This is an optimization exercise on Yosys and OpenROAD, whose aim is small area, not a production implementation.
The RTL was checked by simulation tests, not by an equivalence proof against the original design.

===== design.v =====
module ha_fa (input wire a, input wire b, input wire c, output wire s, output wire co);
  assign s = a ^ b ^ c;
  assign co = (a & b) | (a & c) | (b & c);
endmodule
module ha_ha (input wire a, input wire b, output wire s, output wire co);
  assign s = a ^ b;
  assign co = a & b;
endmodule
module ha_add #(parameter W = 16) (
  input wire [W-1:0] a,
  input wire [W-1:0] b,
  input wire ci,
  output wire [W-1:0] y,
  output wire co
);
  wire [W:0] c;
  assign c[0] = ci;
  genvar i;
  generate
    for (i = 0; i < W; i = i + 1) begin : g
      ha_fa u (.a(a[i]), .b(b[i]), .c(c[i]), .s(y[i]), .co(c[i+1]));
    end
  endgenerate
  assign co = c[W];
endmodule
module ha_inc #(parameter W = 8) (
  input wire [W-1:0] a,
  input wire ci,
  output wire [W-1:0] y,
  output wire co
);
  wire [W:0] c;
  assign c[0] = ci;
  genvar i;
  generate
    for (i = 0; i < W; i = i + 1) begin : g
      ha_ha u (.a(a[i]), .b(c[i]), .s(y[i]), .co(c[i+1]));
    end
  endgenerate
  assign co = c[W];
endmodule
module lms_mac (
  input wire [15:0] a,
  input wire [8:0] b,
  input wire [34:0] x,
  output wire [34:0] y
);
  wire m_pp0_0 = a[0] & b[0];
  wire m_pp0_1 = a[0] & b[1];
  wire m_pp0_2 = a[0] & b[2];
  wire m_pp0_3 = a[0] & b[3];
  wire m_pp0_4 = a[0] & b[4];
  wire m_pp0_5 = a[0] & b[5];
  wire m_pp0_6 = a[0] & b[6];
  wire m_pp0_7 = a[0] & b[7];
  wire m_pp0_8 = ~(a[0] & b[8]);
  wire m_pp1_0 = a[1] & b[0];
  wire m_pp1_1 = a[1] & b[1];
  wire m_pp1_2 = a[1] & b[2];
  wire m_pp1_3 = a[1] & b[3];
  wire m_pp1_4 = a[1] & b[4];
  wire m_pp1_5 = a[1] & b[5];
  wire m_pp1_6 = a[1] & b[6];
  wire m_pp1_7 = a[1] & b[7];
  wire m_pp1_8 = ~(a[1] & b[8]);
  wire m_pp2_0 = a[2] & b[0];
  wire m_pp2_1 = a[2] & b[1];
  wire m_pp2_2 = a[2] & b[2];
  wire m_pp2_3 = a[2] & b[3];
  wire m_pp2_4 = a[2] & b[4];
  wire m_pp2_5 = a[2] & b[5];
  wire m_pp2_6 = a[2] & b[6];
  wire m_pp2_7 = a[2] & b[7];
  wire m_pp2_8 = ~(a[2] & b[8]);
  wire m_pp3_0 = a[3] & b[0];
  wire m_pp3_1 = a[3] & b[1];
  wire m_pp3_2 = a[3] & b[2];
  wire m_pp3_3 = a[3] & b[3];
  wire m_pp3_4 = a[3] & b[4];
  wire m_pp3_5 = a[3] & b[5];
  wire m_pp3_6 = a[3] & b[6];
  wire m_pp3_7 = a[3] & b[7];
  wire m_pp3_8 = ~(a[3] & b[8]);
  wire m_pp4_0 = a[4] & b[0];
  wire m_pp4_1 = a[4] & b[1];
  wire m_pp4_2 = a[4] & b[2];
  wire m_pp4_3 = a[4] & b[3];
  wire m_pp4_4 = a[4] & b[4];
  wire m_pp4_5 = a[4] & b[5];
  wire m_pp4_6 = a[4] & b[6];
  wire m_pp4_7 = a[4] & b[7];
  wire m_pp4_8 = ~(a[4] & b[8]);
  wire m_pp5_0 = a[5] & b[0];
  wire m_pp5_1 = a[5] & b[1];
  wire m_pp5_2 = a[5] & b[2];
  wire m_pp5_3 = a[5] & b[3];
  wire m_pp5_4 = a[5] & b[4];
  wire m_pp5_5 = a[5] & b[5];
  wire m_pp5_6 = a[5] & b[6];
  wire m_pp5_7 = a[5] & b[7];
  wire m_pp5_8 = ~(a[5] & b[8]);
  wire m_pp6_0 = a[6] & b[0];
  wire m_pp6_1 = a[6] & b[1];
  wire m_pp6_2 = a[6] & b[2];
  wire m_pp6_3 = a[6] & b[3];
  wire m_pp6_4 = a[6] & b[4];
  wire m_pp6_5 = a[6] & b[5];
  wire m_pp6_6 = a[6] & b[6];
  wire m_pp6_7 = a[6] & b[7];
  wire m_pp6_8 = ~(a[6] & b[8]);
  wire m_pp7_0 = a[7] & b[0];
  wire m_pp7_1 = a[7] & b[1];
  wire m_pp7_2 = a[7] & b[2];
  wire m_pp7_3 = a[7] & b[3];
  wire m_pp7_4 = a[7] & b[4];
  wire m_pp7_5 = a[7] & b[5];
  wire m_pp7_6 = a[7] & b[6];
  wire m_pp7_7 = a[7] & b[7];
  wire m_pp7_8 = ~(a[7] & b[8]);
  wire m_pp8_0 = a[8] & b[0];
  wire m_pp8_1 = a[8] & b[1];
  wire m_pp8_2 = a[8] & b[2];
  wire m_pp8_3 = a[8] & b[3];
  wire m_pp8_4 = a[8] & b[4];
  wire m_pp8_5 = a[8] & b[5];
  wire m_pp8_6 = a[8] & b[6];
  wire m_pp8_7 = a[8] & b[7];
  wire m_pp8_8 = ~(a[8] & b[8]);
  wire m_pp9_0 = a[9] & b[0];
  wire m_pp9_1 = a[9] & b[1];
  wire m_pp9_2 = a[9] & b[2];
  wire m_pp9_3 = a[9] & b[3];
  wire m_pp9_4 = a[9] & b[4];
  wire m_pp9_5 = a[9] & b[5];
  wire m_pp9_6 = a[9] & b[6];
  wire m_pp9_7 = a[9] & b[7];
  wire m_pp9_8 = ~(a[9] & b[8]);
  wire m_pp10_0 = a[10] & b[0];
  wire m_pp10_1 = a[10] & b[1];
  wire m_pp10_2 = a[10] & b[2];
  wire m_pp10_3 = a[10] & b[3];
  wire m_pp10_4 = a[10] & b[4];
  wire m_pp10_5 = a[10] & b[5];
  wire m_pp10_6 = a[10] & b[6];
  wire m_pp10_7 = a[10] & b[7];
  wire m_pp10_8 = ~(a[10] & b[8]);
  wire m_pp11_0 = a[11] & b[0];
  wire m_pp11_1 = a[11] & b[1];
  wire m_pp11_2 = a[11] & b[2];
  wire m_pp11_3 = a[11] & b[3];
  wire m_pp11_4 = a[11] & b[4];
  wire m_pp11_5 = a[11] & b[5];
  wire m_pp11_6 = a[11] & b[6];
  wire m_pp11_7 = a[11] & b[7];
  wire m_pp11_8 = ~(a[11] & b[8]);
  wire m_pp12_0 = a[12] & b[0];
  wire m_pp12_1 = a[12] & b[1];
  wire m_pp12_2 = a[12] & b[2];
  wire m_pp12_3 = a[12] & b[3];
  wire m_pp12_4 = a[12] & b[4];
  wire m_pp12_5 = a[12] & b[5];
  wire m_pp12_6 = a[12] & b[6];
  wire m_pp12_7 = a[12] & b[7];
  wire m_pp12_8 = ~(a[12] & b[8]);
  wire m_pp13_0 = a[13] & b[0];
  wire m_pp13_1 = a[13] & b[1];
  wire m_pp13_2 = a[13] & b[2];
  wire m_pp13_3 = a[13] & b[3];
  wire m_pp13_4 = a[13] & b[4];
  wire m_pp13_5 = a[13] & b[5];
  wire m_pp13_6 = a[13] & b[6];
  wire m_pp13_7 = a[13] & b[7];
  wire m_pp13_8 = ~(a[13] & b[8]);
  wire m_pp14_0 = a[14] & b[0];
  wire m_pp14_1 = a[14] & b[1];
  wire m_pp14_2 = a[14] & b[2];
  wire m_pp14_3 = a[14] & b[3];
  wire m_pp14_4 = a[14] & b[4];
  wire m_pp14_5 = a[14] & b[5];
  wire m_pp14_6 = a[14] & b[6];
  wire m_pp14_7 = a[14] & b[7];
  wire m_pp14_8 = ~(a[14] & b[8]);
  wire m_pp15_0 = ~(a[15] & b[0]);
  wire m_pp15_1 = ~(a[15] & b[1]);
  wire m_pp15_2 = ~(a[15] & b[2]);
  wire m_pp15_3 = ~(a[15] & b[3]);
  wire m_pp15_4 = ~(a[15] & b[4]);
  wire m_pp15_5 = ~(a[15] & b[5]);
  wire m_pp15_6 = ~(a[15] & b[6]);
  wire m_pp15_7 = ~(a[15] & b[7]);
  wire m_pp15_8 = a[15] & b[8];
  wire m_ns_x = ~x[34];
  wire m_1, m_2;
  ha_fa u_m_1 (.a(m_pp0_8), .b(m_pp1_7), .c(m_pp2_6), .s(m_1), .co(m_2));
  wire m_3, m_4;
  ha_fa u_m_3 (.a(m_pp1_8), .b(m_pp2_7), .c(m_pp3_6), .s(m_3), .co(m_4));
  wire m_5, m_6;
  ha_fa u_m_5 (.a(m_pp2_8), .b(m_pp3_7), .c(m_pp4_6), .s(m_5), .co(m_6));
  wire m_7, m_8;
  ha_fa u_m_7 (.a(m_pp3_8), .b(m_pp4_7), .c(m_pp5_6), .s(m_7), .co(m_8));
  wire m_9, m_10;
  ha_fa u_m_9 (.a(m_pp4_8), .b(m_pp5_7), .c(m_pp6_6), .s(m_9), .co(m_10));
  wire m_11, m_12;
  ha_fa u_m_11 (.a(m_pp5_8), .b(m_pp6_7), .c(m_pp7_6), .s(m_11), .co(m_12));
  wire m_13, m_14;
  ha_fa u_m_13 (.a(m_pp6_8), .b(m_pp7_7), .c(m_pp8_6), .s(m_13), .co(m_14));
  wire m_15, m_16;
  ha_fa u_m_15 (.a(m_pp7_8), .b(m_pp8_7), .c(m_pp9_6), .s(m_15), .co(m_16));
  wire m_17, m_18;
  ha_ha u_m_17 (.a(m_pp10_5), .b(m_pp11_4), .s(m_17), .co(m_18));
  wire m_19, m_20;
  ha_fa u_m_19 (.a(m_pp8_8), .b(m_pp9_7), .c(m_pp10_6), .s(m_19), .co(m_20));
  wire m_21, m_22;
  ha_ha u_m_21 (.a(m_pp0_5), .b(m_pp1_4), .s(m_21), .co(m_22));
  wire m_23, m_24;
  ha_fa u_m_23 (.a(m_pp0_6), .b(m_pp1_5), .c(m_pp2_4), .s(m_23), .co(m_24));
  wire m_25, m_26;
  ha_ha u_m_25 (.a(m_pp3_3), .b(m_pp4_2), .s(m_25), .co(m_26));
  wire m_27, m_28;
  ha_fa u_m_27 (.a(m_pp0_7), .b(m_pp1_6), .c(m_pp2_5), .s(m_27), .co(m_28));
  wire m_29, m_30;
  ha_fa u_m_29 (.a(m_pp3_4), .b(m_pp4_3), .c(m_pp5_2), .s(m_29), .co(m_30));
  wire m_31, m_32;
  ha_ha u_m_31 (.a(m_pp6_1), .b(m_pp7_0), .s(m_31), .co(m_32));
  wire m_33, m_34;
  ha_fa u_m_33 (.a(m_1), .b(m_pp3_5), .c(m_pp4_4), .s(m_33), .co(m_34));
  wire m_35, m_36;
  ha_fa u_m_35 (.a(m_pp5_3), .b(m_pp6_2), .c(m_pp7_1), .s(m_35), .co(m_36));
  wire m_37, m_38;
  ha_fa u_m_37 (.a(m_pp8_0), .b(x[8]), .c(1'b1), .s(m_37), .co(m_38));
  wire m_39, m_40;
  ha_fa u_m_39 (.a(m_2), .b(m_3), .c(m_pp4_5), .s(m_39), .co(m_40));
  wire m_41, m_42;
  ha_fa u_m_41 (.a(m_pp5_4), .b(m_pp6_3), .c(m_pp7_2), .s(m_41), .co(m_42));
  wire m_43, m_44;
  ha_fa u_m_43 (.a(m_pp8_1), .b(m_pp9_0), .c(x[9]), .s(m_43), .co(m_44));
  wire m_45, m_46;
  ha_fa u_m_45 (.a(m_4), .b(m_5), .c(m_pp5_5), .s(m_45), .co(m_46));
  wire m_47, m_48;
  ha_fa u_m_47 (.a(m_pp6_4), .b(m_pp7_3), .c(m_pp8_2), .s(m_47), .co(m_48));
  wire m_49, m_50;
  ha_fa u_m_49 (.a(m_pp9_1), .b(m_pp10_0), .c(x[10]), .s(m_49), .co(m_50));
  wire m_51, m_52;
  ha_fa u_m_51 (.a(m_6), .b(m_7), .c(m_pp6_5), .s(m_51), .co(m_52));
  wire m_53, m_54;
  ha_fa u_m_53 (.a(m_pp7_4), .b(m_pp8_3), .c(m_pp9_2), .s(m_53), .co(m_54));
  wire m_55, m_56;
  ha_fa u_m_55 (.a(m_pp10_1), .b(m_pp11_0), .c(x[11]), .s(m_55), .co(m_56));
  wire m_57, m_58;
  ha_fa u_m_57 (.a(m_8), .b(m_9), .c(m_pp7_5), .s(m_57), .co(m_58));
  wire m_59, m_60;
  ha_fa u_m_59 (.a(m_pp8_4), .b(m_pp9_3), .c(m_pp10_2), .s(m_59), .co(m_60));
  wire m_61, m_62;
  ha_fa u_m_61 (.a(m_pp11_1), .b(m_pp12_0), .c(x[12]), .s(m_61), .co(m_62));
  wire m_63, m_64;
  ha_fa u_m_63 (.a(m_10), .b(m_11), .c(m_pp8_5), .s(m_63), .co(m_64));
  wire m_65, m_66;
  ha_fa u_m_65 (.a(m_pp9_4), .b(m_pp10_3), .c(m_pp11_2), .s(m_65), .co(m_66));
  wire m_67, m_68;
  ha_fa u_m_67 (.a(m_pp12_1), .b(m_pp13_0), .c(x[13]), .s(m_67), .co(m_68));
  wire m_69, m_70;
  ha_fa u_m_69 (.a(m_12), .b(m_13), .c(m_pp9_5), .s(m_69), .co(m_70));
  wire m_71, m_72;
  ha_fa u_m_71 (.a(m_pp10_4), .b(m_pp11_3), .c(m_pp12_2), .s(m_71), .co(m_72));
  wire m_73, m_74;
  ha_fa u_m_73 (.a(m_pp13_1), .b(m_pp14_0), .c(x[14]), .s(m_73), .co(m_74));
  wire m_75, m_76;
  ha_fa u_m_75 (.a(m_14), .b(m_15), .c(m_17), .s(m_75), .co(m_76));
  wire m_77, m_78;
  ha_fa u_m_77 (.a(m_pp12_3), .b(m_pp13_2), .c(m_pp14_1), .s(m_77), .co(m_78));
  wire m_79, m_80;
  ha_fa u_m_79 (.a(m_pp15_0), .b(x[15]), .c(1'b1), .s(m_79), .co(m_80));
  wire m_81, m_82;
  ha_fa u_m_81 (.a(m_16), .b(m_18), .c(m_19), .s(m_81), .co(m_82));
  wire m_83, m_84;
  ha_fa u_m_83 (.a(m_pp11_5), .b(m_pp12_4), .c(m_pp13_3), .s(m_83), .co(m_84));
  wire m_85, m_86;
  ha_fa u_m_85 (.a(m_pp14_2), .b(m_pp15_1), .c(x[16]), .s(m_85), .co(m_86));
  wire m_87, m_88;
  ha_fa u_m_87 (.a(m_20), .b(m_pp9_8), .c(m_pp10_7), .s(m_87), .co(m_88));
  wire m_89, m_90;
  ha_fa u_m_89 (.a(m_pp11_6), .b(m_pp12_5), .c(m_pp13_4), .s(m_89), .co(m_90));
  wire m_91, m_92;
  ha_fa u_m_91 (.a(m_pp14_3), .b(m_pp15_2), .c(x[17]), .s(m_91), .co(m_92));
  wire m_93, m_94;
  ha_fa u_m_93 (.a(m_pp10_8), .b(m_pp11_7), .c(m_pp12_6), .s(m_93), .co(m_94));
  wire m_95, m_96;
  ha_fa u_m_95 (.a(m_pp13_5), .b(m_pp14_4), .c(m_pp15_3), .s(m_95), .co(m_96));
  wire m_97, m_98;
  ha_fa u_m_97 (.a(m_pp11_8), .b(m_pp12_7), .c(m_pp13_6), .s(m_97), .co(m_98));
  wire m_99, m_100;
  ha_ha u_m_99 (.a(m_pp0_3), .b(m_pp1_2), .s(m_99), .co(m_100));
  wire m_101, m_102;
  ha_fa u_m_101 (.a(m_pp0_4), .b(m_pp1_3), .c(m_pp2_2), .s(m_101), .co(m_102));
  wire m_103, m_104;
  ha_ha u_m_103 (.a(m_pp3_1), .b(m_pp4_0), .s(m_103), .co(m_104));
  wire m_105, m_106;
  ha_fa u_m_105 (.a(m_21), .b(m_pp2_3), .c(m_pp3_2), .s(m_105), .co(m_106));
  wire m_107, m_108;
  ha_fa u_m_107 (.a(m_pp4_1), .b(m_pp5_0), .c(x[5]), .s(m_107), .co(m_108));
  wire m_109, m_110;
  ha_fa u_m_109 (.a(m_22), .b(m_23), .c(m_25), .s(m_109), .co(m_110));
  wire m_111, m_112;
  ha_fa u_m_111 (.a(m_pp5_1), .b(m_pp6_0), .c(x[6]), .s(m_111), .co(m_112));
  wire m_113, m_114;
  ha_fa u_m_113 (.a(m_24), .b(m_26), .c(m_27), .s(m_113), .co(m_114));
  wire m_115, m_116;
  ha_fa u_m_115 (.a(m_29), .b(m_31), .c(x[7]), .s(m_115), .co(m_116));
  wire m_117, m_118;
  ha_fa u_m_117 (.a(m_28), .b(m_30), .c(m_32), .s(m_117), .co(m_118));
  wire m_119, m_120;
  ha_fa u_m_119 (.a(m_33), .b(m_35), .c(m_37), .s(m_119), .co(m_120));
  wire m_121, m_122;
  ha_fa u_m_121 (.a(m_34), .b(m_36), .c(m_38), .s(m_121), .co(m_122));
  wire m_123, m_124;
  ha_fa u_m_123 (.a(m_39), .b(m_41), .c(m_43), .s(m_123), .co(m_124));
  wire m_125, m_126;
  ha_fa u_m_125 (.a(m_40), .b(m_42), .c(m_44), .s(m_125), .co(m_126));
  wire m_127, m_128;
  ha_fa u_m_127 (.a(m_45), .b(m_47), .c(m_49), .s(m_127), .co(m_128));
  wire m_129, m_130;
  ha_fa u_m_129 (.a(m_46), .b(m_48), .c(m_50), .s(m_129), .co(m_130));
  wire m_131, m_132;
  ha_fa u_m_131 (.a(m_51), .b(m_53), .c(m_55), .s(m_131), .co(m_132));
  wire m_133, m_134;
  ha_fa u_m_133 (.a(m_52), .b(m_54), .c(m_56), .s(m_133), .co(m_134));
  wire m_135, m_136;
  ha_fa u_m_135 (.a(m_57), .b(m_59), .c(m_61), .s(m_135), .co(m_136));
  wire m_137, m_138;
  ha_fa u_m_137 (.a(m_58), .b(m_60), .c(m_62), .s(m_137), .co(m_138));
  wire m_139, m_140;
  ha_fa u_m_139 (.a(m_63), .b(m_65), .c(m_67), .s(m_139), .co(m_140));
  wire m_141, m_142;
  ha_fa u_m_141 (.a(m_64), .b(m_66), .c(m_68), .s(m_141), .co(m_142));
  wire m_143, m_144;
  ha_fa u_m_143 (.a(m_69), .b(m_71), .c(m_73), .s(m_143), .co(m_144));
  wire m_145, m_146;
  ha_fa u_m_145 (.a(m_70), .b(m_72), .c(m_74), .s(m_145), .co(m_146));
  wire m_147, m_148;
  ha_fa u_m_147 (.a(m_75), .b(m_77), .c(m_79), .s(m_147), .co(m_148));
  wire m_149, m_150;
  ha_fa u_m_149 (.a(m_76), .b(m_78), .c(m_80), .s(m_149), .co(m_150));
  wire m_151, m_152;
  ha_fa u_m_151 (.a(m_81), .b(m_83), .c(m_85), .s(m_151), .co(m_152));
  wire m_153, m_154;
  ha_fa u_m_153 (.a(m_82), .b(m_84), .c(m_86), .s(m_153), .co(m_154));
  wire m_155, m_156;
  ha_fa u_m_155 (.a(m_87), .b(m_89), .c(m_91), .s(m_155), .co(m_156));
  wire m_157, m_158;
  ha_fa u_m_157 (.a(m_88), .b(m_90), .c(m_92), .s(m_157), .co(m_158));
  wire m_159, m_160;
  ha_fa u_m_159 (.a(m_93), .b(m_95), .c(x[18]), .s(m_159), .co(m_160));
  wire m_161, m_162;
  ha_fa u_m_161 (.a(m_94), .b(m_96), .c(m_97), .s(m_161), .co(m_162));
  wire m_163, m_164;
  ha_fa u_m_163 (.a(m_pp14_5), .b(m_pp15_4), .c(x[19]), .s(m_163), .co(m_164));
  wire m_165, m_166;
  ha_fa u_m_165 (.a(m_98), .b(m_pp12_8), .c(m_pp13_7), .s(m_165), .co(m_166));
  wire m_167, m_168;
  ha_fa u_m_167 (.a(m_pp14_6), .b(m_pp15_5), .c(x[20]), .s(m_167), .co(m_168));
  wire m_169, m_170;
  ha_fa u_m_169 (.a(m_pp13_8), .b(m_pp14_7), .c(m_pp15_6), .s(m_169), .co(m_170));
  wire m_171, m_172;
  ha_ha u_m_171 (.a(m_pp0_2), .b(m_pp1_1), .s(m_171), .co(m_172));
  wire m_173, m_174;
  ha_fa u_m_173 (.a(m_99), .b(m_pp2_1), .c(m_pp3_0), .s(m_173), .co(m_174));
  wire m_175, m_176;
  ha_fa u_m_175 (.a(m_100), .b(m_101), .c(m_103), .s(m_175), .co(m_176));
  wire m_177, m_178;
  ha_fa u_m_177 (.a(m_102), .b(m_104), .c(m_105), .s(m_177), .co(m_178));
  wire m_179, m_180;
  ha_fa u_m_179 (.a(m_106), .b(m_108), .c(m_109), .s(m_179), .co(m_180));
  wire m_181, m_182;
  ha_fa u_m_181 (.a(m_110), .b(m_112), .c(m_113), .s(m_181), .co(m_182));
  wire m_183, m_184;
  ha_fa u_m_183 (.a(m_114), .b(m_116), .c(m_117), .s(m_183), .co(m_184));
  wire m_185, m_186;
  ha_fa u_m_185 (.a(m_118), .b(m_120), .c(m_121), .s(m_185), .co(m_186));
  wire m_187, m_188;
  ha_fa u_m_187 (.a(m_122), .b(m_124), .c(m_125), .s(m_187), .co(m_188));
  wire m_189, m_190;
  ha_fa u_m_189 (.a(m_126), .b(m_128), .c(m_129), .s(m_189), .co(m_190));
  wire m_191, m_192;
  ha_fa u_m_191 (.a(m_130), .b(m_132), .c(m_133), .s(m_191), .co(m_192));
  wire m_193, m_194;
  ha_fa u_m_193 (.a(m_134), .b(m_136), .c(m_137), .s(m_193), .co(m_194));
  wire m_195, m_196;
  ha_fa u_m_195 (.a(m_138), .b(m_140), .c(m_141), .s(m_195), .co(m_196));
  wire m_197, m_198;
  ha_fa u_m_197 (.a(m_142), .b(m_144), .c(m_145), .s(m_197), .co(m_198));
  wire m_199, m_200;
  ha_fa u_m_199 (.a(m_146), .b(m_148), .c(m_149), .s(m_199), .co(m_200));
  wire m_201, m_202;
  ha_fa u_m_201 (.a(m_150), .b(m_152), .c(m_153), .s(m_201), .co(m_202));
  wire m_203, m_204;
  ha_fa u_m_203 (.a(m_154), .b(m_156), .c(m_157), .s(m_203), .co(m_204));
  wire m_205, m_206;
  ha_fa u_m_205 (.a(m_158), .b(m_160), .c(m_161), .s(m_205), .co(m_206));
  wire m_207, m_208;
  ha_fa u_m_207 (.a(m_162), .b(m_164), .c(m_165), .s(m_207), .co(m_208));
  wire m_209, m_210;
  ha_fa u_m_209 (.a(m_166), .b(m_168), .c(m_169), .s(m_209), .co(m_210));
  wire m_211, m_212;
  ha_fa u_m_211 (.a(m_170), .b(m_pp14_8), .c(m_pp15_7), .s(m_211), .co(m_212));
  wire m_213, m_214;
  ha_ha u_m_213 (.a(m_pp0_1), .b(m_pp1_0), .s(m_213), .co(m_214));
  wire m_215, m_216;
  ha_fa u_m_215 (.a(m_171), .b(m_pp2_0), .c(x[2]), .s(m_215), .co(m_216));
  wire m_217, m_218;
  ha_fa u_m_217 (.a(m_172), .b(m_173), .c(x[3]), .s(m_217), .co(m_218));
  wire m_219, m_220;
  ha_fa u_m_219 (.a(m_174), .b(m_175), .c(x[4]), .s(m_219), .co(m_220));
  wire m_221, m_222;
  ha_fa u_m_221 (.a(m_176), .b(m_177), .c(m_107), .s(m_221), .co(m_222));
  wire m_223, m_224;
  ha_fa u_m_223 (.a(m_178), .b(m_179), .c(m_111), .s(m_223), .co(m_224));
  wire m_225, m_226;
  ha_fa u_m_225 (.a(m_180), .b(m_181), .c(m_115), .s(m_225), .co(m_226));
  wire m_227, m_228;
  ha_fa u_m_227 (.a(m_182), .b(m_183), .c(m_119), .s(m_227), .co(m_228));
  wire m_229, m_230;
  ha_fa u_m_229 (.a(m_184), .b(m_185), .c(m_123), .s(m_229), .co(m_230));
  wire m_231, m_232;
  ha_fa u_m_231 (.a(m_186), .b(m_187), .c(m_127), .s(m_231), .co(m_232));
  wire m_233, m_234;
  ha_fa u_m_233 (.a(m_188), .b(m_189), .c(m_131), .s(m_233), .co(m_234));
  wire m_235, m_236;
  ha_fa u_m_235 (.a(m_190), .b(m_191), .c(m_135), .s(m_235), .co(m_236));
  wire m_237, m_238;
  ha_fa u_m_237 (.a(m_192), .b(m_193), .c(m_139), .s(m_237), .co(m_238));
  wire m_239, m_240;
  ha_fa u_m_239 (.a(m_194), .b(m_195), .c(m_143), .s(m_239), .co(m_240));
  wire m_241, m_242;
  ha_fa u_m_241 (.a(m_196), .b(m_197), .c(m_147), .s(m_241), .co(m_242));
  wire m_243, m_244;
  ha_fa u_m_243 (.a(m_198), .b(m_199), .c(m_151), .s(m_243), .co(m_244));
  wire m_245, m_246;
  ha_fa u_m_245 (.a(m_200), .b(m_201), .c(m_155), .s(m_245), .co(m_246));
  wire m_247, m_248;
  ha_fa u_m_247 (.a(m_202), .b(m_203), .c(m_159), .s(m_247), .co(m_248));
  wire m_249, m_250;
  ha_fa u_m_249 (.a(m_204), .b(m_205), .c(m_163), .s(m_249), .co(m_250));
  wire m_251, m_252;
  ha_fa u_m_251 (.a(m_206), .b(m_207), .c(m_167), .s(m_251), .co(m_252));
  wire m_253, m_254;
  ha_fa u_m_253 (.a(m_208), .b(m_209), .c(x[21]), .s(m_253), .co(m_254));
  wire m_255, m_256;
  ha_fa u_m_255 (.a(m_210), .b(m_211), .c(x[22]), .s(m_255), .co(m_256));
  wire m_257, m_258;
  ha_fa u_m_257 (.a(m_212), .b(m_pp15_8), .c(x[23]), .s(m_257), .co(m_258));
  wire m_259, m_260;
  ha_ha u_m_259 (.a(x[24]), .b(1'b1), .s(m_259), .co(m_260));
  wire m_261, m_262;
  ha_ha u_m_261 (.a(x[25]), .b(1'b1), .s(m_261), .co(m_262));
  wire m_263, m_264;
  ha_ha u_m_263 (.a(x[26]), .b(1'b1), .s(m_263), .co(m_264));
  wire m_265, m_266;
  ha_ha u_m_265 (.a(x[27]), .b(1'b1), .s(m_265), .co(m_266));
  wire m_267, m_268;
  ha_ha u_m_267 (.a(x[28]), .b(1'b1), .s(m_267), .co(m_268));
  wire m_269, m_270;
  ha_ha u_m_269 (.a(x[29]), .b(1'b1), .s(m_269), .co(m_270));
  wire m_271, m_272;
  ha_ha u_m_271 (.a(x[30]), .b(1'b1), .s(m_271), .co(m_272));
  wire m_273, m_274;
  ha_ha u_m_273 (.a(x[31]), .b(1'b1), .s(m_273), .co(m_274));
  wire m_275, m_276;
  ha_ha u_m_275 (.a(x[32]), .b(1'b1), .s(m_275), .co(m_276));
  wire m_277, m_278;
  ha_ha u_m_277 (.a(x[33]), .b(1'b1), .s(m_277), .co(m_278));
  wire m_279, m_280;
  ha_ha u_m_279 (.a(m_pp0_0), .b(x[0]), .s(m_279), .co(m_280));
  assign y[0] = m_279;
  wire m_281, m_282;
  ha_fa u_m_281 (.a(m_213), .b(x[1]), .c(m_280), .s(m_281), .co(m_282));
  assign y[1] = m_281;
  wire m_283, m_284;
  ha_fa u_m_283 (.a(m_214), .b(m_215), .c(m_282), .s(m_283), .co(m_284));
  assign y[2] = m_283;
  wire m_285, m_286;
  ha_fa u_m_285 (.a(m_216), .b(m_217), .c(m_284), .s(m_285), .co(m_286));
  assign y[3] = m_285;
  wire m_287, m_288;
  ha_fa u_m_287 (.a(m_218), .b(m_219), .c(m_286), .s(m_287), .co(m_288));
  assign y[4] = m_287;
  wire m_289, m_290;
  ha_fa u_m_289 (.a(m_220), .b(m_221), .c(m_288), .s(m_289), .co(m_290));
  assign y[5] = m_289;
  wire m_291, m_292;
  ha_fa u_m_291 (.a(m_222), .b(m_223), .c(m_290), .s(m_291), .co(m_292));
  assign y[6] = m_291;
  wire m_293, m_294;
  ha_fa u_m_293 (.a(m_224), .b(m_225), .c(m_292), .s(m_293), .co(m_294));
  assign y[7] = m_293;
  wire m_295, m_296;
  ha_fa u_m_295 (.a(m_226), .b(m_227), .c(m_294), .s(m_295), .co(m_296));
  assign y[8] = m_295;
  wire m_297, m_298;
  ha_fa u_m_297 (.a(m_228), .b(m_229), .c(m_296), .s(m_297), .co(m_298));
  assign y[9] = m_297;
  wire m_299, m_300;
  ha_fa u_m_299 (.a(m_230), .b(m_231), .c(m_298), .s(m_299), .co(m_300));
  assign y[10] = m_299;
  wire m_301, m_302;
  ha_fa u_m_301 (.a(m_232), .b(m_233), .c(m_300), .s(m_301), .co(m_302));
  assign y[11] = m_301;
  wire m_303, m_304;
  ha_fa u_m_303 (.a(m_234), .b(m_235), .c(m_302), .s(m_303), .co(m_304));
  assign y[12] = m_303;
  wire m_305, m_306;
  ha_fa u_m_305 (.a(m_236), .b(m_237), .c(m_304), .s(m_305), .co(m_306));
  assign y[13] = m_305;
  wire m_307, m_308;
  ha_fa u_m_307 (.a(m_238), .b(m_239), .c(m_306), .s(m_307), .co(m_308));
  assign y[14] = m_307;
  wire m_309, m_310;
  ha_fa u_m_309 (.a(m_240), .b(m_241), .c(m_308), .s(m_309), .co(m_310));
  assign y[15] = m_309;
  wire m_311, m_312;
  ha_fa u_m_311 (.a(m_242), .b(m_243), .c(m_310), .s(m_311), .co(m_312));
  assign y[16] = m_311;
  wire m_313, m_314;
  ha_fa u_m_313 (.a(m_244), .b(m_245), .c(m_312), .s(m_313), .co(m_314));
  assign y[17] = m_313;
  wire m_315, m_316;
  ha_fa u_m_315 (.a(m_246), .b(m_247), .c(m_314), .s(m_315), .co(m_316));
  assign y[18] = m_315;
  wire m_317, m_318;
  ha_fa u_m_317 (.a(m_248), .b(m_249), .c(m_316), .s(m_317), .co(m_318));
  assign y[19] = m_317;
  wire m_319, m_320;
  ha_fa u_m_319 (.a(m_250), .b(m_251), .c(m_318), .s(m_319), .co(m_320));
  assign y[20] = m_319;
  wire m_321, m_322;
  ha_fa u_m_321 (.a(m_252), .b(m_253), .c(m_320), .s(m_321), .co(m_322));
  assign y[21] = m_321;
  wire m_323, m_324;
  ha_fa u_m_323 (.a(m_254), .b(m_255), .c(m_322), .s(m_323), .co(m_324));
  assign y[22] = m_323;
  wire m_325, m_326;
  ha_fa u_m_325 (.a(m_256), .b(m_257), .c(m_324), .s(m_325), .co(m_326));
  assign y[23] = m_325;
  wire m_327, m_328;
  ha_fa u_m_327 (.a(m_258), .b(m_259), .c(m_326), .s(m_327), .co(m_328));
  assign y[24] = m_327;
  wire m_329, m_330;
  ha_fa u_m_329 (.a(m_260), .b(m_261), .c(m_328), .s(m_329), .co(m_330));
  assign y[25] = m_329;
  wire m_331, m_332;
  ha_fa u_m_331 (.a(m_262), .b(m_263), .c(m_330), .s(m_331), .co(m_332));
  assign y[26] = m_331;
  wire m_333, m_334;
  ha_fa u_m_333 (.a(m_264), .b(m_265), .c(m_332), .s(m_333), .co(m_334));
  assign y[27] = m_333;
  wire m_335, m_336;
  ha_fa u_m_335 (.a(m_266), .b(m_267), .c(m_334), .s(m_335), .co(m_336));
  assign y[28] = m_335;
  wire m_337, m_338;
  ha_fa u_m_337 (.a(m_268), .b(m_269), .c(m_336), .s(m_337), .co(m_338));
  assign y[29] = m_337;
  wire m_339, m_340;
  ha_fa u_m_339 (.a(m_270), .b(m_271), .c(m_338), .s(m_339), .co(m_340));
  assign y[30] = m_339;
  wire m_341, m_342;
  ha_fa u_m_341 (.a(m_272), .b(m_273), .c(m_340), .s(m_341), .co(m_342));
  assign y[31] = m_341;
  wire m_343, m_344;
  ha_fa u_m_343 (.a(m_274), .b(m_275), .c(m_342), .s(m_343), .co(m_344));
  assign y[32] = m_343;
  wire m_345, m_346;
  ha_fa u_m_345 (.a(m_276), .b(m_277), .c(m_344), .s(m_345), .co(m_346));
  assign y[33] = m_345;
  assign y[34] = m_278 ^ m_ns_x ^ m_346;
endmodule
module hearing_aid_processor (
    input  wire                 clk,
    input  wire                 rst_n,
    input  wire signed [15:0]   audio_in,
    input  wire                 audio_valid,
    output wire signed [15:0]   audio_out,
    output wire                 audio_ready
);
    reg  [4:0]  ph;           
    reg         nready;       
    reg  [7:0]  cnt;          
    reg  [22:0] nsum;         
    reg         pend;         
    reg         upd;          
    reg         mac;          
    reg         ready_q;
    reg  [255:0] wring;       
    reg  [255:0] dring;       
    reg  [34:0]  acc;         
    reg  [15:0]  s_q;         
    reg  [15:0]  e_q;         
    wire        take  = audio_valid & nready;     
    wire        ph31  = &ph;
    wire        ph0   = ~|ph;
    wire        hi    = ph[0];                    
    wire        start = ph31 & pend & ~upd;
    wire [14:0] noise = nsum[22:8];               
    wire        nz    = |noise;
    wire [15:0] x     = audio_in;
    wire        xneg  = x[15];
    wire [15:0] xabs1 = x ^ {16{xneg}};
    wire [22:0] nsum_nx;
    wire        nsum_c16;
    ha_add #(.W(16)) u_nadd (.a(nsum[15:0]), .b(xabs1), .ci(xneg), .y(nsum_nx[15:0]), .co(nsum_c16));
    ha_inc #(.W(7))  u_ninc (.a(nsum[22:16]), .ci(nsum_c16), .y(nsum_nx[22:16]), .co());
    wire [15:0] nop = {1'b0, noise} ^ {16{~xneg}};
    wire [15:0] t;
    ha_add #(.W(16)) u_tadd (.a(x), .b(nop), .ci(~xneg), .y(t), .co());
    wire        keep = xneg ? (t[15] & nz) : ~t[15];
    wire [15:0] s    = t & {16{keep}};
    wire [7:0]  w0  = wring[7:0];
    wire [7:0]  w1  = wring[15:8];
    wire [7:0]  w31 = wring[255:248];
    wire [7:0]  d0  = dring[7:0];
    wire        lo_mac = mac & ~hi;
    wire        hi_mac = mac & hi;
    wire [15:0] ma = ({16{upd}} & e_q)
                   | ({16{lo_mac}} & {w1, w0})
                   | ({16{hi_mac}} & {w0, w31});
    wire [8:0]  mb = {hi & d0[7], d0};
    wire        x_full  = lo_mac & ~ph0;
    wire        x_shift = nready & (hi | ~(upd | mac));
    wire [34:0] acc_sh  = {{8{acc[34]}}, acc[34:8]};
    wire [34:0] mx = ({35{x_full}} & acc) | ({35{x_shift}} & acc_sh);
    wire [34:0] mt;
    lms_mac u_mac (.a(ma), .b(mb), .x(mx), .y(mt));
    wire        full_wr = (upd | mac) & ~hi;      
    wire        ovf = ~((&acc[34:30]) | ~(|acc[34:30]));
    assign audio_out   = ovf ? {acc[34], {15{~acc[34]}}} : acc[30:15];
    assign audio_ready = ready_q;
    wire        yovf = ~((&mt[26:22]) | ~(|mt[26:22]));
    wire [15:0] ynx  = yovf ? {mt[26], {15{~mt[26]}}} : mt[22:7];
    wire [15:0] e;
    ha_add #(.W(16)) u_esub (.a(s_q), .b(~ynx), .ci(1'b1), .y(e), .co());
    wire [9:0]  dw = mt[23:14] & {10{upd & hi}};
    wire [15:0] wcur = {w0, w31};
    wire [15:0] wsum;
    ha_add #(.W(16)) u_wadd (.a(wcur), .b({{6{dw[9]}}, dw}), .ci(1'b0), .y(wsum), .co());
    wire        wovf = (wcur[15] == dw[9]) & (wsum[15] != wcur[15]);
    wire [15:0] wnew = wovf ? {wcur[15], {15{~wcur[15]}}} : wsum;
    wire [4:0] ph_nx;
    wire [7:0] cnt_nx;
    ha_inc #(.W(5)) u_phinc (.a(ph), .ci(1'b1), .y(ph_nx), .co());
    ha_inc #(.W(8)) u_cntinc (.a(cnt), .ci(1'b1), .y(cnt_nx), .co());
    always @(posedge clk or negedge rst_n) begin
        if (!rst_n) begin
            ph      <= 5'd0;
            nready  <= 1'b0;
            cnt     <= 8'd0;
            nsum    <= 23'd0;
            pend    <= 1'b0;
            upd     <= 1'b0;
            mac     <= 1'b0;
            ready_q <= 1'b0;
        end else begin
            ph      <= ph_nx;
            ready_q <= start;
            if (audio_valid & ~nready) begin
                cnt <= cnt_nx;
                if (&cnt)
                    nready <= 1'b1;
                else
                    nsum <= nsum_nx;
            end
            pend <= (pend | take) & ~start;
            if (ph31) begin
                upd <= start;
                mac <= upd;
            end
        end
    end
    always @(posedge clk) begin
        if (take)
            s_q <= s;
        if (start)
            e_q <= e;
        acc[34:8] <= full_wr ? mt[34:8] : mt[26:0];
        if (full_wr)
            acc[7:0] <= mt[7:0];
        wring <= {wnew[15:8] & {8{nready}}, wnew[7:0], wring[247:8]};
        dring[231:0]   <= dring[239:8];
        dring[239:232] <= (upd & (ph[4:1] != 4'd0)) ? d0 : dring[247:240];
        dring[247:240] <= dring[255:248];
        dring[255:248] <= (upd & ph[4:1] == 4'd15) ? (hi ? s_q[15:8] : s_q[7:0])
                                                  : (d0 & {8{nready}});
    end
endmodule

===== run.sh =====
#!/bin/bash
# synth_recipe.tcl (not shown) runs the flow's synth.tcl, then flattens the netlist and writes it again
# the make line also repeats each setting of config.mk as NAME=value (left out here)
make -C /OpenROAD-flow-scripts/flow DESIGN_CONFIG=/design/flow/config.mk WORK_HOME=/design/flow/orfs CLKGATE_MAP_FILE= SYNTH_SCRIPT=/design/flow/synth_recipe.tcl finish

===== config.mk =====
export PLATFORM = sky130hd
export DESIGN_NAME = hearing_aid_processor
export DESIGN_NICKNAME = hearing_aid_processor
export VERILOG_FILES = /design/flow/design.v
export SDC_FILE = /design/flow/constraint.sdc
export NUM_CORES = 8
export LEC_CHECK = 0
export CAP_MARGIN = 20
export CORE_MARGIN = 2
export CORE_UTILIZATION = 40
export CTS_CLUSTER_DIAMETER = 100
export CTS_CLUSTER_SIZE = 25
export SLEW_MARGIN = 20

===== constraint.sdc =====
create_clock -name core_clock -period 40.0 [get_ports {clk}]
set_input_delay 8.0000 -clock core_clock [delete_from_list [all_inputs] [get_ports {clk}]]
set_output_delay 8.0000 -clock core_clock [all_outputs]
set_load 0.01 [all_outputs]

==> run summary, run 1 <==
- The library cells used most frequently in the layout, excluding fill and tap cells, are dfxtp_1 (539), fa_1 (208), inv_1 (135).
- The vertical extent of the die is 237.4 µm.
- The final setup violation count is 0.
- The root buffer cell chosen for the clock tree is clkbuf_16.
- The largest total area in the synthesized netlist belongs to dfxtp_1.
- The initial antenna violation count is 0.
- The initial standard-cell utilization of the core is 40.48%.
- The portion of the clock cycle consumed by the worst path in the final layout is 49.26%.
- The classification of the worst-slack hold path is reg -> reg.
- The first global-routing pass estimated 63.66 mm of wire.
- The synthesized design devotes to its leading area cell type 49.53% of total area.
- The number of warnings issued by yosys is 1.
- The path type of the worst setup path is reg -> reg.
- STA puts the critical path data required time at 40.38 ns.
- The clock-pin slew reported for the worst setup and hold paths after clock tree synthesis is 0.11 ns.
- Setup repair after global routing left no endpoint under its margin.
- Yosys mapped the design onto 53 distinct sky130hd cell types.
- The largest single stage delay on the critical path is 0.67 ns.
- Broken down by cell family, the worst path's largest delay share belongs to adder cells.
- The initialized floorplan defines 85 standard-cell rows.
- The sum of net half-perimeters after detailed placement is 28.21 mm.
- In this run, post-CTS repair resized a total of 0 instances.
- Once layout is complete, the utilization of the core stands at 44.02%.
- For the worst setup path, the data arrival time is 20.08 ns.
- The clock passes through at most 3 buffers.
- Setup total negative slack on the finished layout was measured at 0 ns.
- After synthesis, the share of flip-flops with an asynchronous set or reset is 6.613%.
- The CTS tree is done.
- By instance count, the cell type seen most on the critical path is fa_1.
- Buffers placed on the I/O ports in this run total 35.
- The achievable clock frequency is 50.76 MHz.
- The endpoint type of the worst setup path is a flop.
- The residual DRC count is 0.
- At the end of the flow, the number of nets in the layout was 1,807.
- Clock skew on the completed layout was measured at 0.01757 ns.
- In this run the tightest slew margin relative to its limit is 32.72%.
- The total count of hold-check failures in the final report is 0.
- The synthesized design contains 40 enable-type register cells.
- The commonest non-fill, non-tap cell in the layout is dfxtp_1.
- The shortest clock period the worst path allows after layout is 19.70 ns.
- The sequential share of the synthesized area is 59.76%.
- The routed layout has 10,590 vias.
- The max-slew violation count is 0.
- The average via count per standard cell is 4.687.
- Counting every net in the synthesized netlist gives 1,789.
- The flow ran to the end and the layout has no timing, DRC or antenna violations.
- The critical-path cell with the highest stage delay is fa_1.
- Relative to the synthesized area, the layout overhead comes to 8.730%.
- In this run the remaining antenna-violating nets after routing total 0.
- CTS built an H-tree with a depth of 1.
- The synthesized cell area is 21,780 µm².
- The final wirelength is 39.32 mm.
- The number of buffers created by CTS is 29.
- The maximum number of pins on one net before global-route repair is 55.
- The sort of element at the start of the critical path is a flop.
- The flip-flop and latch count after synthesis is 620.
- The cts-stage hold buffer count is 0.
- Clock latency on the worst-skew pair, taken at its later pin, is 0.61 ns.
- The number of global-route vias before repair is 11,150.
- Averaged over all synthesized cells, the footprint is 14.22 µm².
- The gate count after technology mapping is 1,532.
- For this block, the initial DRC count from the detailed router was 660.
- Counting both buffers and inverters, the worst setup path holds a total of 11.
- The clock sink count is 620.
- In this run the worst path has a maximum fanout of 54.
- The number of fillers in the final layout is 4,848.
- The max-capacitance violation count is 0.
- The total global-route track usage is 14.58%.
- Routability-driven placement finished with a final weighted congestion of 0.8915.
- The prevailing post-synth register cell is dfxtp_1.
- Once the clock tree was built, the setup fixing pass inserted 0 buffers.
- Global routing finished with a remaining overflow of 0.
- The transition time of the tightest slew-check pin is 1.006 ns.
- The die covers 56,340 µm².
- The die extent in x is 237.4 µm.
- The number of detailed-route iterations in the first pass is 5.
- The floorplan step defined a core boundary enclosing 53,810 µm².
- The hold slack is 0.3175 ns.
- The routed length per placed instance is 17.40 µm.
- The worst path meets setup with 20.30 ns of slack.
- The worst slack at placement is 19.87 ns.
- Ranked by total cell area, the synthesized netlist is headed by dfxtp_1 (50%), fa_1 (19%), edfxtp_1 (5.5%), dfrtp_1 (4.7%), mux2_2 (2.8%).
- The share of final-layout standard cells stronger than drive strength 1 is 7.682%.
- During I/O placement, the number of pins put on the boundary was 36.
path summary, 6_finish.rpt:
check	startpoint	endpoint	slack [ns]	cells after the start
max	ph[0]$_DFF_PN0_	e_q[15]$_DFFE_PP_	20.30	60
min	wring[38]$_DFF_P_	wring[30]$_DFF_P_	0.32	0
max reg2reg	ph[0]$_DFF_PN0_	e_q[15]$_DFFE_PP_	20.30	60
min reg2reg	wring[38]$_DFF_P_	wring[30]$_DFF_P_	0.32	0
max in group asynchronous	rst_n	ready_q$_DFF_PN0_	32.22	1
min in group asynchronous	rst_n	upd$_DFFE_PN0P_	7.38	1
layout make-up:
type	instances	area [µm²]	area share (%)
timing repair buffer	50	455.4	1.923
tap	696	870.8	3.677
multi-input combinational	714	8009	33.81
sequential	620	13020	54.96
antenna	1	2.502	0.01056
clock buffer	38	769.5	3.249
clock inverter	5	55.05	0.2324
inverter	135	506.7	2.139
Yosys cell counts (15+ instances only):
| library cell | n |
|---|---|
| inv_1 | 135 |
| mux2i_1 | 60 |
| buf_2 | 15 |
| mux2_2 | 55 |
| edfxtp_1 | 40 |
| a22oi_1 | 17 |
| a22o_1 | 26 |
| ha_1 | 30 |
| dfxtp_1 | 539 |
| and3_1 | 22 |
| a21oi_1 | 15 |
| clkbuf_1 | 35 |
| and2_1 | 34 |
| xnor2_1 | 33 |
| nand2_1 | 119 |
| dfrtp_1 | 41 |
| fa_1 | 208 |
through the flow:
stage / std cells / cell area, µm²
3_5_place_dp: 2215 / 22850
3_3_place_gp: 2215 / 22850
5_1_grt: 2258 / 23680
4_1_cts: 2258 / 23670
2_1_floorplan: 1532 / 21780
6_report: 2259 / 23690
registers in the layout (all words and copies together), names as in the netlist:
name,flops
nready,1
wring,256
ph,5
mac,1
nsum,23
pend,1
dring,256
e_q,16
ready_q,1
upd,1
cnt,8
s_q,16
acc,35
logic make-up (layout without fill, tap and decap cells):
group,Yosys count,in the layout,share of synthesized area [%]
DFF,620,620,59.76
adders and majority gates,239,239,20.88
and+or+nand+nor,224,224,5.169
buffers and inverters,198,228,3.590
muxes,118,118,5.818
AOI/OAI and AO/OA,95,95,3.257
xor gates and xnor gates,38,38,1.528
other,0,1,0
layer usage:
layer | vias to the layer above | GRT usage (%) | wire length, µm
met3 | 57 | 2.427 | 2196
li1 | 4891 | - | -
met5 | - | 0 | 0
met4 | 0 | 4.040 | 1092
met1 | 5387 | 20.71 | 18170
met2 | 252 | 23.15 | 17860
==> inputs of run 2 (changes only) <==
--- a/config.mk
+++ b/config.mk
@@ -10,4 +10,2 @@
 export CORE_UTILIZATION = 40
-export CTS_CLUSTER_DIAMETER = 100
-export CTS_CLUSTER_SIZE = 25
 export SLEW_MARGIN = 20
==> run 2 against run 1 <==
Routed wire length up 2.6%. Design area rose by 5.2%. Utilization rose by 2.3 points. Critical endpoint unchanged. Non-clock buffer count is the same. Register-to-register slack worse by 0.04 ns. Critical path depth did not move. Sequential cell count unchanged. Highest routed layer unchanged. Synthesized cell count is the same. Count of clock-buffer cells in the layout increased by 54. Maximum frequency shrank 0.22%. Largest cell class unchanged. Global-route usage up 0.50 points.
==> run summary, run 2 <==
- The path type of the worst setup path was reg -> reg (unchanged).
- The post-CTS repair timing setup buffer count is 0 (unchanged).
- The area of the core region is 53,810 µm² (unchanged).
- The root cell of the clock tree is clkbuf_16 (unchanged).
- The die outline area is 56,340 µm² (unchanged).
- The via count of the routed design is 10,790 (was 10,590).
- The classification of the worst-slack hold path is reg -> reg (unchanged).
- Most frequent cells in the layout: dfxtp_1 (539), fa_1 (208), inv_1 (135) (unchanged).
- The vertical extent of the die is 237.4 µm (unchanged).
- The wire length on met2 is 18.39 mm (was 17.86 mm).
- The share of Yosys cell area claimed by the top area cell type came to 49.53% (unchanged).
- The clock sink count is 620 (unchanged).
- The post-synthesis mux area share was 5.818% (unchanged).
- The achievable clock frequency is 50.65 MHz (was 50.76 MHz).
- Most frequent cells after synthesis: dfxtp_1 (539), fa_1 (208), inv_1 (135), nand2_1 (119), mux2i_1 (60) (unchanged).
- Top cells by area in the synthesized netlist: dfxtp_1 (50%), fa_1 (19%), edfxtp_1 (5.5%), dfrtp_1 (4.7%), mux2_2 (2.8%) (unchanged).
- The cell depth of the worst setup path came to 60 (unchanged).
- The number of global-route vias before repair is 11,540 (was 11,150).
- The library cell occupying the most area in the post-synthesis netlist is dfxtp_1 (unchanged).
- The residual DRC count is 0 (unchanged).
- The max-slew violation count is 0 (unchanged).
- The cell count of the worst hold path is 0 (unchanged).
- The synthesized area divided by synthesized cell count is 14.22 µm² (unchanged).
- The met3 wirelength from detailed routing is 2.360 mm (was 2.196 mm).
- The final wirelength is 40.35 mm (was 39.32 mm).
- The worst slack at placement is 19.87 ns (unchanged).
- The gate count after technology mapping was 1,532 (unchanged).
- Status: no timing/DRC/antenna violations (unchanged).
- The total nets after synthesis was 1,789 (unchanged).
- Unrepaired setup endpoints after global routing: no (unchanged).
- The sort of element at the start of the critical path is a flop (unchanged).
- The critical-path maximum fanout is 54 (unchanged).
- The synthesized-area fraction occupied by ao, oa, aoi and oai cells is 3.257% (unchanged).
- The tightest slew margin relative to the limit is 32.67% (was 32.72%).
- The parity-gate share of the synthesized area counting xor and xnor cells was 1.528% (unchanged).
- The average via count per standard cell is 4.645 (was 4.687).
- The total number of nets in the final design is 1,836 (was 1,807).
- The routed length per placed instance is 17.37 µm (was 17.40 µm).
- The final setup violation count is 0 (unchanged).
- The initial standard-cell utilization of the core is 40.48% (unchanged).
- The post-synthesis async set-or-reset flop share is 6.613% (unchanged).
- The arrival time at the worst endpoint was 20.13 ns (was 20.08 ns).
- The clock-pin slew reported for the worst setup and hold paths after clock tree synthesis is 0.07 ns (was 0.11 ns).
- The count of buffer and inverter cells on the critical path is 11 (unchanged).
- The number of buffers created by CTS was 58 (was 29).
- The clock latency on the worst-skew pair is 0.63 ns (was 0.61 ns).
- The highest metal layer used by the detailed router is met4 (unchanged).
- The count of flip-flops with a built-in enable after synthesis came to 40 (unchanged).
- The final design area excluding fillers is 24,920 µm² (was 23,690 µm²).
- The placed instance area came to 22,850 µm² (unchanged).
- The most repeated library cell on the critical path is fa_1 (unchanged).
- The commonest non-fill, non-tap cell in the layout is dfxtp_1 (unchanged).
- The total count of hold-check failures in the final report is 0 (unchanged).
- The fraction of the mapped netlist area in adder cells is 20.88% (unchanged).
- The number of warnings issued by yosys is 1 (unchanged).
- The worst reg2reg path depth is 60 (unchanged).
- The sum of routed wire segments on met1 is 18.36 mm (was 18.17 mm).
- The maximum number of pins on one net before global-route repair came to 55 (unchanged).
- The number of top-level design ports is 36 (unchanged).
- The largest family of logic cells by synthesized area is adder cells (unchanged).
- The synthesis-to-layout area growth is 14.40% (was 8.730%).
- Top flop regs: dring x256, wring x256, acc x35 (unchanged).
- The die extent in x is 237.4 µm (unchanged).
- The share of final-layout standard cells stronger than drive strength 1 is 10.94% (was 7.682%).
- The cts-stage hold buffer count is 0 (unchanged).
- The final design utilization is 46.31% (was 44.02%).
- The flip-flop and latch count after synthesis is 620 (unchanged).
- The overall overflow remaining after global route came to 0 (unchanged).
- The wire length of the first global-routing pass is 65.30 mm (was 63.66 mm).
- The critical-path cell with the highest stage delay is fa_1 (unchanged).
- The required time at the endpoint of the critical path came to 40.38 ns (about the same).
- The CTS tree is done (unchanged).
- The number of H-tree branching levels is 2 (was 1).
- The sum of net half-perimeters after detailed placement is 28.21 mm (unchanged).
- The number of detailed-route iterations in the first pass is 6 (was 5).
- The clock tree skew after final layout is 0.03482 ns (was 0.01757 ns).
- The most used standard cell by instance count after synthesis is dfxtp_1 (unchanged).
- The initial antenna violation count is 0 (unchanged).
- The portion of the clock cycle consumed by the worst path in the final layout is 49.36% (was 49.26%).
- The total global-route track usage came to 15.08% (was 14.58%).
- The max-capacitance violation count was 0 (unchanged).
- The endpoint type of the worst setup path is a flop (unchanged).
- The number of nets with antenna violations after routing is 0 (unchanged).
- The shortest clock period the worst path allows after layout is 19.75 ns (was 19.70 ns).
- The number of standard-cell rows in the floorplan came to 85 (unchanged).
- The quantity of I/O buffers inserted on ports is 35 (unchanged).
- The count of antenna diodes in the layout was 0 (was 1).
- The cell family with the largest share of critical-path delay is adder cells (unchanged).
- The least setup slack across all paths after layout came to 20.25 ns (was 20.30 ns).
- The biggest cell delay along the critical path came to 0.66 ns (was 0.67 ns).
- The final-layout setup total negative slack is 0 ns (unchanged).
- The count of unique library cells instantiated by Yosys is 53 (unchanged).
- The sequential share of the synthesized area is 59.76% (unchanged).
- The prevailing post-synth register cell is dfxtp_1 (unchanged).
- The deepest clock path buffer count is 3 (unchanged).
- The synthesized cell area is 21,780 µm² (unchanged).
- The count of cells resized by post-cts repair is 0 (unchanged).
- The transition time of the tightest slew-check pin was 1.008 ns (was 1.006 ns).
- The routability-driven placement congestion ratio is 0.8915 (unchanged).
- The iteration-0 DRC count of the detailed router is 523 (was 660).
- The post-synthesis simple-gate area fraction was 5.169% (unchanged).
## run 2: path summary, 6_finish.rpt
path / start / to / slack, ns
setup / recovery: ph[0]$_DFF_PN0_ / e_q[15]$_DFFE_PP_ / 20.25
setup reg to reg: ph[0]$_DFF_PN0_ / e_q[15]$_DFFE_PP_ / 20.25
hold reg to reg: dring[149]$_DFF_P_ / dring[141]$_DFF_P_ / 0.32
min in group asynchronous: rst_n / nsum[6]$_DFFE_PN0P_ / 7.37
max in group asynchronous: rst_n / ready_q$_DFF_PN0_ / 32.23
hold / removal: dring[149]$_DFF_P_ / dring[141]$_DFF_P_ / 0.32
## run 2: routing by layer
metal | vias up | global-route usage (%)
li1 | 4992 | -
met1 | 5466 | 20.77
met2 | 257 | 23.50
met3 | 75 | 3.054
met4 | 0 | 5.889
met5 | - | 0
## run 2: through the flow
stage	cells	hold WS (ns)
detailed placement	2215	0.3121
finish	2323	0.3191
global placement	2215	0.3105
global route	2323	0.3189
floorplan	1532	0.3096
CTS	2323	0.3091
## run 2: worst register-to-register path, delay by kind of cell (launching register included)
| family | cells | cell delay (ns) |
|---|---|---|
| compound gates | 1 | 0.31 |
| xor+xnor | 1 | 0.13 |
| fa+ha+maj | 42 | 15.72 |
| buf+inv | 11 | 1.12 |
| flops | 1 | 0.32 |
| mux | 3 | 1.05 |
| simple gates | 2 | 0.80 |
## run 2: kinds of logic (layout without fill, tap and decap cells)
kind of cell	count (synthesis)	in the layout
buffers and inverters	198	293
flip-flops	620	620
AND/OR/NAND/NOR	224	224
multiplexers	118	118
AO/OA/AOI/OAI	95	95
XOR/XNOR	38	38
adder cells (fa/ha/maj)	239	239
## run 2: layout make-up
cell class	instances	area [µm²]
fill	4737	28890
multi-input combinational	714	8009
timing repair buffer	50	455.4
clock inverter	16	226.5
tap	696	870.8
sequential	620	13020
clock buffer	92	1837
inverter	135	506.7
==> inputs of run 3 (changes only) <==
--- a/design.v
+++ b/design.v
@@ -585,3 +585,3 @@
     reg  [7:0]  cnt;          
-    reg  [22:0] nsum;         
+    reg  [14:0] noise;        
     reg         pend;         
@@ -600,3 +600,2 @@
     wire        start = ph31 & pend & ~upd;
-    wire [14:0] noise = nsum[22:8];               
     wire        nz    = |noise;
@@ -604,7 +603,5 @@
     wire        xneg  = x[15];
-    wire [15:0] xabs1 = x ^ {16{xneg}};
-    wire [22:0] nsum_nx;
-    wire        nsum_c16;
-    ha_add #(.W(16)) u_nadd (.a(nsum[15:0]), .b(xabs1), .ci(xneg), .y(nsum_nx[15:0]), .co(nsum_c16));
-    ha_inc #(.W(7))  u_ninc (.a(nsum[22:16]), .ci(nsum_c16), .y(nsum_nx[22:16]), .co());
+    wire        nsamp = audio_valid & ~nready;    
+    wire        nlast = nsamp & (&cnt);           
+    wire        nacc  = nsamp & ~(&cnt);
     wire [15:0] nop = {1'b0, noise} ^ {16{~xneg}};
@@ -622,6 +619,7 @@
                    | ({16{lo_mac}} & {w1, w0})
-                   | ({16{hi_mac}} & {w0, w31});
-    wire [8:0]  mb = {hi & d0[7], d0};
-    wire        x_full  = lo_mac & ~ph0;
-    wire        x_shift = nready & (hi | ~(upd | mac));
+                   | ({16{hi_mac}} & {w0, w31})
+                   | ({16{nacc}} & x);
+    wire [8:0]  mb = nacc ? {{8{xneg}}, 1'b1} : {hi & d0[7], d0};
+    wire        x_full  = (lo_mac & ~ph0) | (nacc & (|cnt));
+    wire        x_shift = ~nsamp & (hi | ~(upd | mac));
     wire [34:0] acc_sh  = {{8{acc[34]}}, acc[34:8]};
@@ -630,3 +628,3 @@
     lms_mac u_mac (.a(ma), .b(mb), .x(mx), .y(mt));
-    wire        full_wr = (upd | mac) & ~hi;      
+    wire        full_wr = ((upd | mac) & ~hi) | nsamp;    
     wire        ovf = ~((&acc[34:30]) | ~(|acc[34:30]));
@@ -647,3 +645,3 @@
     ha_inc #(.W(5)) u_phinc (.a(ph), .ci(1'b1), .y(ph_nx), .co());
-    ha_inc #(.W(8)) u_cntinc (.a(cnt), .ci(1'b1), .y(cnt_nx), .co());
+    ha_inc #(.W(8)) u_cntinc (.a(cnt), .ci(nsamp), .y(cnt_nx), .co());
     always @(posedge clk or negedge rst_n) begin
@@ -653,3 +651,2 @@
             cnt     <= 8'd0;
-            nsum    <= 23'd0;
             pend    <= 1'b0;
@@ -661,9 +658,5 @@
             ready_q <= start;
-            if (audio_valid & ~nready) begin
-                cnt <= cnt_nx;
-                if (&cnt)
-                    nready <= 1'b1;
-                else
-                    nsum <= nsum_nx;
-            end
+            cnt     <= cnt_nx;
+            if (nlast)
+                nready <= 1'b1;
             pend <= (pend | take) & ~start;
@@ -678,2 +671,4 @@
             s_q <= s;
+        if (nlast)
+            noise <= acc[22:8];
         if (start)
--- a/config.mk
+++ b/config.mk
@@ -10,2 +10,4 @@
 export CORE_UTILIZATION = 40
+export CTS_CLUSTER_DIAMETER = 100
+export CTS_CLUSTER_SIZE = 25
 export SLEW_MARGIN = 20
==> run 3 against run 2 <==
Still clean on timing, DRC and antenna. Design area is 9.4% lower. Final cell count is 3.8% lower. Sequential share of layout area grew 4.9 points. Routed wire length grew 7.1%. Maximum frequency down 27%. Critical path depth rose by 1. Highest routed layer unchanged.
==> run summary, run 3 <==
- Status: no timing/DRC/antenna violations (unchanged).
- The total count of hold-check failures in the final report is 0 (unchanged).
- The total global-route track usage is 16.96% (was 15.08%).
- The synthesized cell area was 20,690 µm² (was 21,780 µm²).
- The sum of net half-perimeters after detailed placement is 32.87 mm (was 28.21 mm).
- The combined area of the multi-input logic cells is 7143 µm² (was 8009 µm²).
- The total nets after synthesis is 1,750 (was 1,789).
- The final wirelength is 43.23 mm (was 40.35 mm).
- The achievable clock frequency is 36.91 MHz (was 50.65 MHz).
- The number of warnings issued by yosys was 1 (unchanged).
- The max-capacitance violation count is 0 (unchanged).
- The transition time of the tightest slew-check pin is 0.9175 ns (was 1.008 ns).
- The cell family with the largest share of critical-path delay is adder cells (unchanged).
- The count of buffer and inverter cells on the critical path is 11 (unchanged).
- The final setup violation count is 0 (unchanged).
- The via count of the routed design is 10,520 (was 10,790).
- The overall overflow remaining after global route was 0 (unchanged).
- The gate count after technology mapping is 1,513 (was 1,532).
- The hold slack is 0.3032 ns (was 0.3191 ns).
- The total number of nets in the final design is 1,783 (was 1,836).
- The flip-flop and latch count after synthesis is 612 (was 620).
- The die extent in x was 231.5 µm (was 237.4 µm).
- The commonest non-fill, non-tap cell in the layout is dfxtp_1 (unchanged).
- The worst slack at placement is 12.25 ns (was 19.87 ns).
- The sort of element at the start of the critical path is an input pin (was flop).
- The wire length of the first global-routing pass was 67.90 mm (was 65.30 mm).
- The number of H-tree branching levels is 1 (was 2).
- The count of antenna diodes in the layout was 0 (unchanged).
- The average via count per standard cell is 4.707 (was 4.645).
- The maximum number of pins on one net before global-route repair was 45 (was 55).
- The shortest clock period the worst path allows after layout was 27.09 ns (was 19.75 ns).
- The share of final-layout standard cells stronger than drive strength 1 is 4.762% (was 10.94%).
- The sequential share of the synthesized area is 62.30% (was 59.76%).
- The CTS tree is done (unchanged).
- The synthesized area divided by synthesized cell count is 13.68 µm² (was 14.22 µm²).
- The least setup slack across all paths after layout came to 12.91 ns (was 20.25 ns).
- The number of fillers in the final layout is 4,691 (was 4,737).
- The flip-flop and latch area is 12,890 µm² (was 13,020 µm²).
- The post-CTS repair timing setup buffer count is 0 (unchanged).
- The path type of the worst setup path is in -> reg (was reg -> reg).
- Unrepaired setup endpoints after global routing: no (unchanged).
- The area of the core region is 51,200 µm² (was 53,810 µm²).
- Top cells by area in the synthesized netlist: dfxtp_1 (52%), fa_1 (19%), edfxtp_1 (8.0%), nand2_1 (3.0%), inv_1 (2.3%) (was dfxtp_1 (50%), fa_1 (19%), edfxtp_1 (5.5%), dfrtp_1 (4.7%), mux2_2 (2.8%)).
- The initial standard-cell utilization of the core is 40.42% (was 40.48%).
- The count of cells resized by post-cts repair is 0 (unchanged).
- The final-layout setup total negative slack is 0 ns (unchanged).
- The critical-path cell with the highest stage delay is o21a_1 (was fa_1).
- The quantity of I/O buffers inserted on ports is 35 (unchanged).
- The number of detailed-route iterations in the first pass is 6 (unchanged).
- The number of top-level design ports came to 36 (unchanged).
- The cts-stage hold buffer count is 0 (unchanged).
- The library cell occupying the most area in the post-synthesis netlist was dfxtp_1 (unchanged).
- The residual DRC count is 0 (unchanged).
- The clock-pin slew reported for the worst setup and hold paths after clock tree synthesis is 0.10 ns (was 0.07 ns).
- The final design utilization came to 44.11% (was 46.31%).
- The count of unique library cells instantiated by Yosys is 47 (was 53).
- Most frequent cells after synthesis: dfxtp_1 (539), fa_1 (194), nand2_1 (168), inv_1 (127), nor2_1 (59) (was dfxtp_1 (539), fa_1 (208), inv_1 (135), nand2_1 (119), mux2i_1 (60)).
- The portion of the clock cycle consumed by the worst path in the final layout is 67.73% (was 49.36%).
- The clock latency on the worst-skew pair came to 0.60 ns (was 0.63 ns).
- The vertical extent of the die is 231.5 µm (was 237.4 µm).
- The critical-path maximum fanout is 24 (was 54).
- The post-synthesis async set-or-reset flop share is 2.941% (was 6.613%).
- The number of buffers created by CTS is 28 (was 58).
- The number of standard-cell rows in the floorplan is 83 (was 85).
- The synthesis-to-layout area growth was 9.130% (was 14.40%).
- The biggest cell delay along the critical path is 0.70 ns (was 0.66 ns).
- The initial antenna violation count is 0 (unchanged).
- The number of global-route vias before repair is 11,200 (was 11,540).
- The number of nets with antenna violations after routing came to 0 (unchanged).
- Top flop regs: dring x256, wring x256, acc x35 (unchanged).
- The clock sink count is 612 (was 620).
- The count of flip-flops with a built-in enable after synthesis is 55 (was 40).
- The most used standard cell by instance count after synthesis is dfxtp_1 (unchanged).
- The die outline area is 53,570 µm² (was 56,340 µm²).
- The max-slew violation count is 0 (unchanged).
- The share of Yosys cell area claimed by the top area cell type is 52.14% (was 49.53%).
- The root cell of the clock tree was clkbuf_16 (unchanged).
- The classification of the worst-slack hold path is reg -> reg (unchanged).
- The routability-driven placement congestion ratio was 0.9402 (was 0.8915).
- The iteration-0 DRC count of the detailed router came to 848 (was 523).
- The required time at the endpoint of the critical path came to 40.35 ns (was 40.38 ns).
- The most repeated library cell on the critical path is fa_1 (unchanged).
- The endpoint type of the worst setup path is a flop (unchanged).
- The tightest slew margin relative to the limit was 38.83% (was 32.67%).
- The deepest clock path buffer count is 3 (unchanged).
- The prevailing post-synth register cell was dfxtp_1 (unchanged).
- The clock tree skew after final layout was 0.04189 ns (was 0.03482 ns).
- The routed length per placed instance is 19.35 µm (was 17.37 µm).
- The arrival time at the worst endpoint is 27.44 ns (was 20.13 ns).
- Most frequent cells in the layout: dfxtp_1 (539), fa_1 (194), nand2_1 (168) (was dfxtp_1 (539), fa_1 (208), inv_1 (135)).
run 3: logic make-up after synthesis:
group / Yosys count / synth area share [%]
flops: 612 / 62.30
xor+xnor: 20 / 0.8465
buf+inv: 173 / 3.283
simple gates: 317 / 6.857
compound gates: 136 / 4.607
fa+ha+maj: 218 / 20.22
mux: 37 / 1.886
run 3: cell type report:
type                    count  share of cell area (%)
flip-flops and latches    612                   57.09
multi-input cells         728                   31.63
well taps                 680                   3.768
clock buffers              36                   3.330
inverters                 128                   2.128
repair buffers             48                   1.983
clock inverters             2                 0.07203
run 3: worst paths after layout:
check / depth (start not counted) / slack, ns / endpoint / startpoint
setup reg to reg: 60 / 19.99 / e_q[15]$_DFFE_PP_ / nready$_DFFE_PN0P_
min in group asynchronous: 1 / 7.87 / pend$_DFF_PN0_ / rst_n
setup / recovery: 61 / 12.91 / e_q[15]$_DFFE_PP_ / audio_valid
hold / removal: 0 / 0.30 / dring[129]$_DFF_P_ / dring[137]$_DFF_P_
max in group asynchronous: 1 / 31.60 / ph[2]$_DFF_PN0_ / rst_n
hold reg to reg: 0 / 0.30 / dring[129]$_DFF_P_ / dring[137]$_DFF_P_
run 3: metrics by stage:
stage               cells  area [µm²]
global route         2234       22580
global placement     2196       21800
CTS                  2234       22570
finish               2234       22580
detailed placement   2196       21800
floorplan            1513       20690
run 3: routing by layer:
metal	GRT usage, %	wire, µm
met5	0	0
met1	22.55	18770
met3	3.875	2988
met2	26.39	19320
met4	7.823	2148

==> what the ideal ports hide <==
How much do the figures lean on ideal ports? The routed layouts below were timed once more, with nothing changed but the port constraints. Step 1 (the two cells are an assumption about what drives the block):
set clk [get_ports {clk}]
set_driving_cell -lib_cell sky130_fd_sc_hd__clkbuf_16 $clk
set_driving_cell -lib_cell sky130_fd_sc_hd__buf_2 [delete_from_list [all_inputs] $clk]
Step 2 moves the port delays by t, midway between the first and last clock arrival at a register: inputs arrive t later, outputs are due t later. That takes back most of the time a late clock gives input paths. a / b / c = no drivers / after step 1 / after step 2; a / b = the first two.
run | t, ns | setup slack, ns | worst register clock-pin slew, ns | worst data-port slew with drivers (ns) | cell pins on the clock port's net
run 1 | 0.659 | 20.298 / 20.298 / 20.298 | 0.11 / 0.11 | 0.07 | 1
run 2 | 0.673 | 20.255 / 20.255 / 20.255 | 0.07 / 0.07 | 0.06 | 1
run 3 | 0.629 | 12.908 / 12.877 / 12.248 | 0.10 / 0.10 | 0.08 | 1
After both steps setup and hold are still met in every run listed. For run 3, which loses most, drivers alone change the setup slack by -0.031 ns; drivers and shift together by -0.660 ns.
